This design comes from an exercise in tuning for small area, a short achievable clock period and few clock cycles on the open sky130 flow, not from production work.
Where RTL was checked, it was by simulation tests only, not by an equivalence proof against the original.
Power figures rest on the tool's default switching activity, not on a simulated workload.

Setup of before:
==> module drawLine, before the edit <==
module drawLine
    (
        output logic [18:0] addr  ,
        output logic [31:0] data  ,
        output logic        wr    ,
        input  logic        busy  ,
        input  logic        clk   ,
        input  logic        reset ,
        input  logic        clk_en,
        input  logic        start ,
        output logic        done  ,
        input  logic [31:0] dataa ,
        input  logic [31:0] datab ,
        input  logic  [7:0] n     ,
        output logic [31:0] result
    );
    logic        sa, sb, sc, sd, se, sf, sg, sw, run;   
    logic        single;                            
    logic        first;                             
    logic        steep, sgx, sgy;
    logic [10:0] freg;
    logic  [9:0] cnt;
    wire [9:0] rp = result[9:0];
    wire [9:0] rq = result[29:20];
    wire idle = ~(sa | sb | sc | sd | se | sf | sg | sw | run);
    wire [9:0] x0 = dataa[9:0];
    wire [9:0] y0 = dataa[19:10];
    wire [9:0] x1 = dataa[29:20];
    wire [9:0] y1 = datab[9:0];
    wire       empty = (x0 == x1) && (y0 == y1) && (n != 8'd0);
    logic       cci;
    wire [11:0] ccw = {1'b0, cnt, 1'b1} + {1'b0, ~rq, cci};
    wire        ccout = ccw[11];
    wire  [9:0] cc = ccw[10:1];
    wire        g    = ~freg[10];               
    logic       sbc;                            
    wire        fsel = sbc | g;
    wire        fci  = sb | g;
    wire [10:0] fop  = fsel ? ~{1'b0, rp} : {1'b0, rq};
    wire [11:0] fsw  = {freg, 1'b1} + {fop, fci};
    wire [10:0] fs   = fsw[11:1];
    wire  [9:0] bigD = steep ? rq : cnt;
    logic       mxs, mys;                       
    wire        mx  = g ? ~first : mxs;
    wire        my  = g ? ~first : mys;
    wire        xn  = mx & sgx;
    wire        h0  = my ^ xn;
    wire        h1  = my ? sgy : xn;
    wire        h2  = my ? ~sgy : xn;
    wire [18:0] addend = {{9{h1}}, h2, h1, h0, {6{xn}}, mx}
                       | {2'b00, rp & {10{sb}}, 7'd0}
                       | {9'd0, rq[9:7] & {3{sc}}, 7'd0};
    wire [18:0] asum = addr + addend;
    wire issue = ~busy;
    wire start_e = idle & start;
    wire ev_run  = (sg | run) & issue;           
    wire last    = (cnt == 10'd1);
    wire ev_one  = ((sc & single) | sw) & issue;  
    wire fin     = (ev_run & last) | ev_one;      
    wire fin_ld  = ((sg | run) & last) | (sc & single) | sw;
    wire        en_cnt  = start_e | sc | (sf & steep) | ev_run;
    wire  [9:0] d_cnt   = (sg | run) ? cnt - 10'd1 :
                          sc ? cc ^ {10{sgx}} :
                          sf ? rq : x1;
    wire        en_freg = start_e | sb | sc | sf | sg | (run & issue & ~first);
    wire [10:0] d_freg  = sf ? ~{2'b00, bigD[9:1]} :
                          idle ? {1'b0, y1} : fs;
    wire        en_addr = start_e | sb | sc | (run & issue);
    wire [18:0] d_addr  = idle ? {y0, 2'b00, x0[6:0]} : asum;
    wire        en_rp   = sa | sb | sf | fin_ld;
    wire  [9:0] d_rp    = sa ? y0 : sb ? 10'd0 : sf ? cc ^ {10{steep}} : datab[9:0];
    wire        en_rq   = sa | sd | (sf & steep) | fin_ld;
    wire  [9:0] d_rq    = sa ? x0 : sd ? freg[9:0] ^ {10{sgy}} : sf ? cnt : datab[29:20];
    wire        en_col  = sa | fin_ld;
    assign data = {22'd0, result[19:10]};
    always_ff @(posedge clk) begin
        if (reset) begin
            sa     <= 1'b0;
            sb     <= 1'b0;
            sc     <= 1'b0;
            sd     <= 1'b0;
            se     <= 1'b0;
            sf     <= 1'b0;
            sg     <= 1'b0;
            sw     <= 1'b0;
            run    <= 1'b0;
            wr     <= 1'b0;
            done   <= 1'b0;
            result <= 32'd0;
        end else if (clk_en) begin
            sa   <= start_e & ~empty;
            sb   <= sa;
            sc   <= sb;
            sd   <= sc & ~single;
            se   <= sd;
            sf   <= se;
            sg   <= sf;
            sw   <= ((sc & single) | sw) & ~issue;
            run  <= (sg | run) & ~(issue & last);
            wr   <= ev_run | ev_one;
            done <= (start_e & empty) | fin;
            if (en_rp)  result[9:0]   <= d_rp;
            if (en_col) result[19:10] <= datab[19:10];
            if (en_rq)  result[29:20] <= d_rq;
            if (fin_ld) result[31:30] <= datab[31:30];
        end
    end
    always_ff @(posedge clk) begin
        if (clk_en) begin
            if (start_e) begin
                single <= (n == 8'd0);
            end
            cci <= sa | ((sb | se) & ccout);
            sbc <= sa | sb;
            if (start_e | ev_run)
                first <= start_e;
            if (start_e | (ev_run & first)) begin
                mxs <= ~start_e & ~steep;
                mys <= ~start_e & steep;
            end
            if (sb)
                sgx <= ~ccout;
            if (sc)
                sgy <= freg[10];
            if (se)
                steep <= ~ccout;
            if (en_cnt)
                cnt <= d_cnt;
            if (en_freg)
                freg <= d_freg;
            if (en_addr)
                addr <= d_addr;
        end
    end
endmodule
==> flow/config.mk <==
export PLATFORM = sky130hd
export DESIGN_NAME = drawLine
export DESIGN_NICKNAME = drawLine
export VERILOG_FILES = /design/flow/design.v
export SDC_FILE = /design/flow/constraint.sdc
export NUM_CORES = 4
export LEC_CHECK = 0
export ABC_CLOCK_PERIOD_IN_PS = 2500
export CAP_MARGIN = 20
export CORE_MARGIN = 2
export CORE_UTILIZATION = 40
export PLACE_DENSITY = 0.6
export SETUP_SLACK_MARGIN = 3.1
export SLEW_MARGIN = 20
==> flow/constraint.sdc <==
create_clock -name core_clock -period 6.0 [get_ports {clk}]
set_input_delay 1.2000 -clock core_clock [delete_from_list [all_inputs] [get_ports {clk}]]
set_output_delay 1.2000 -clock core_clock [all_outputs]
set_load 0.01 [all_outputs]
standard.sh (not shown) runs the stock make flow with config.mk's settings and CLKGATE_MAP_FILE= SYNTH_SCRIPT=/design/flow/synth_recipe.tcl, a recipe that flattens the netlist after the stock synthesis.
==> flow/flow/run.sh <==
#!/bin/bash
# Standard layout, with the port buffers made of the smallest buffer cell
# (the resizer upsizes them where timing needs it).
set -euo pipefail
export BUFFER_PORTS_ARGS="-buffer_cell sky130_fd_sc_hd__buf_1"
bash standard.sh finish > make_finish.log 2>&1
Testbench counts of before, summed over its fixed seeds: cycles 75,107.
--- input diff before..after ---
==> flow/design.v <==
module drawLine
    (
        output logic [18:0] addr  ,
        output logic [31:0] data  ,
        output logic        wr    ,
        input  logic        busy  ,
        input  logic        clk   ,
        input  logic        reset ,
        input  logic        clk_en,
        input  logic        start ,
        output logic        done  ,
        input  logic [31:0] dataa ,
        input  logic [31:0] datab ,
        input  logic  [7:0] n     ,
        output logic [31:0] result
    );
    logic        sa, sb, sc, se, sf, sg, sw, run;   
    logic        single;                            
    logic        first;                             
    logic        steep, sgx, sgy;
    logic [10:0] freg;
    logic  [9:0] cnt;
    wire [9:0] rp = result[9:0];
    wire [9:0] rq = result[29:20];
    wire idle = ~(sa | sb | sc | se | sf | sg | sw | run);
    wire [9:0] x0 = dataa[9:0];
    wire [9:0] y0 = dataa[19:10];
    wire [9:0] x1 = dataa[29:20];
    wire [9:0] y1 = datab[9:0];
    wire       empty = (x0 == x1) && (y0 == y1) && (n != 8'd0);
    logic       cci;
    wire [11:0] ccw = {1'b0, cnt, 1'b1} + {1'b0, ~rq, cci};
    wire        ccout = ccw[11];
    wire  [9:0] cc = ccw[10:1];
    wire        g    = ~freg[10];               
    logic       sbc;                            
    wire        fsel = sbc | g;
    wire        fci  = sb | g;
    wire [10:0] fop  = fsel ? ~{1'b0, rp} : {1'b0, rq};
    wire [11:0] fsw  = {freg, 1'b1} + {fop, fci};
    wire [10:0] fs   = fsw[11:1];
    wire  [9:0] bigD = steep ? rq : cnt;
    logic       mxs, mys;                       
    wire        mx  = g ? ~first : mxs;
    wire        my  = g ? ~first : mys;
    wire        xn  = mx & sgx;
    wire        h0  = my ^ xn;
    wire        h1  = my ? sgy : xn;
    wire        h2  = my ? ~sgy : xn;
    wire [18:0] addend = {{9{h1}}, h2, h1, h0, {6{xn}}, mx}
                       | {2'b00, rp & {10{sb}}, 7'd0}
                       | {9'd0, rq[9:7] & {3{sc}}, 7'd0};
    wire [18:0] asum = addr + addend;
    wire issue = ~busy;
    wire start_e = idle & start;
    wire ev_run  = (sg | run) & issue;           
    wire last    = (cnt == 10'd1);
    wire ev_one  = ((sc & single) | sw) & issue;  
    wire fin     = (ev_run & last) | ev_one;      
    wire fin_ld  = ((sg | run) & last) | (sc & single) | sw;
    wire        en_cnt  = start_e | sc | (sf & steep) | ev_run;
    wire  [9:0] d_cnt   = (sg | run) ? cnt - 10'd1 :
                          sc ? cc ^ {10{sgx}} :
                          sf ? rq : x1;
    wire        en_freg = start_e | sb | sc | sf | sg | (run & issue & ~first);
    wire [10:0] d_freg  = sf ? ~{2'b00, bigD[9:1]} :
                          idle ? {1'b0, y1} : fs;
    wire        en_addr = start_e | sb | sc | (run & issue);
    wire [18:0] d_addr  = idle ? {y0, 2'b00, x0[6:0]} : asum;
    wire        en_rp   = sa | sb | sf | fin_ld;
    wire  [9:0] d_rp    = sa ? y0 : sb ? 10'd0 : sf ? cc ^ {10{steep}} : datab[9:0];
    wire        en_rq   = sa | (sc & ~single) | (sf & steep) | fin_ld;
    wire  [9:0] d_rq    = sa ? x0 : (sc & ~single) ? fs[9:0] ^ {10{freg[10]}} : sf ? cnt : datab[29:20];
    wire        en_col  = sa | fin_ld;
    assign data = {22'd0, result[19:10]};
    always_ff @(posedge clk) begin
        if (reset) begin
            sa     <= 1'b0;
            sb     <= 1'b0;
            sc     <= 1'b0;
            se     <= 1'b0;
            sf     <= 1'b0;
            sg     <= 1'b0;
            sw     <= 1'b0;
            run    <= 1'b0;
            wr     <= 1'b0;
            done   <= 1'b0;
            result <= 32'd0;
        end else if (clk_en) begin
            sa   <= start_e & ~empty;
            sb   <= sa;
            sc   <= sb;
            se   <= sc & ~single;
            sf   <= se;
            sg   <= sf;
            sw   <= ((sc & single) | sw) & ~issue;
            run  <= (sg | run) & ~(issue & last);
            wr   <= ev_run | ev_one;
            done <= (start_e & empty) | fin;
            if (en_rp)  result[9:0]   <= d_rp;
            if (en_col) result[19:10] <= datab[19:10];
            if (en_rq)  result[29:20] <= d_rq;
            if (fin_ld) result[31:30] <= datab[31:30];
        end
    end
    always_ff @(posedge clk) begin
        if (clk_en) begin
            if (start_e) begin
                single <= (n == 8'd0);
            end
            cci <= sa | ((sb | se) & ccout);
            sbc <= sa | sb;
            if (start_e | ev_run)
                first <= start_e;
            if (start_e | (ev_run & first)) begin
                mxs <= ~start_e & ~steep;
                mys <= ~start_e & steep;
            end
            if (sb)
                sgx <= ~ccout;
            if (sc)
                sgy <= freg[10];
            if (se)
                steep <= ~ccout;
            if (en_cnt)
                cnt <= d_cnt;
            if (en_freg)
                freg <= d_freg;
            if (en_addr)
                addr <= d_addr;
        end
    end
endmodule
==> summary.txt <==
after completed end to end with timing, DRC and antenna clean. Sequential share of cell area down 1.4 points in after wrt before. Comparing after and before, the higher power is on after. after against before: number of hold violations in the final report roughly the same, flip-flop and latch count after synthesis shows a reduction of about 1.1%, basic-gate share of the synthesized area counting and, or, nand and nor cells fell by 0.94 points, total detailed-routing wirelength went up, number of vias in the routed layout shows an increase of about 2.2%.
The RTL of after was laid out without a check of its function.

==> static timing again, ports no longer ideal <==
How much do the figures lean on ideal ports? The routed layouts below were timed once more, with nothing changed but the port constraints.
Step 1: set_driving_cell puts a clkbuf_16 on clk and a buf_2 on each other input, an assumption about the parent block.
Step 2, shift: input delay + t, output delay - t, t = (earliest + latest rising clock arrival at the registers) / 2. This alone moves slack from input paths to output paths.
Three values: ideal ports, drivers, drivers and shift; two values: the first two.
run | shift t [ns] | slack for setup (ns) | pins driven straight from the clock port
before | 0.396 | 3.008 / 3.008 / 2.987 | 1
after | 0.406 | 2.647 / 2.647 / 2.647 | 1
After both steps every run listed still meets setup and hold. The setup slack of before, which loses most, moves by 0.000 ns with the drivers and by -0.021 ns with both steps.
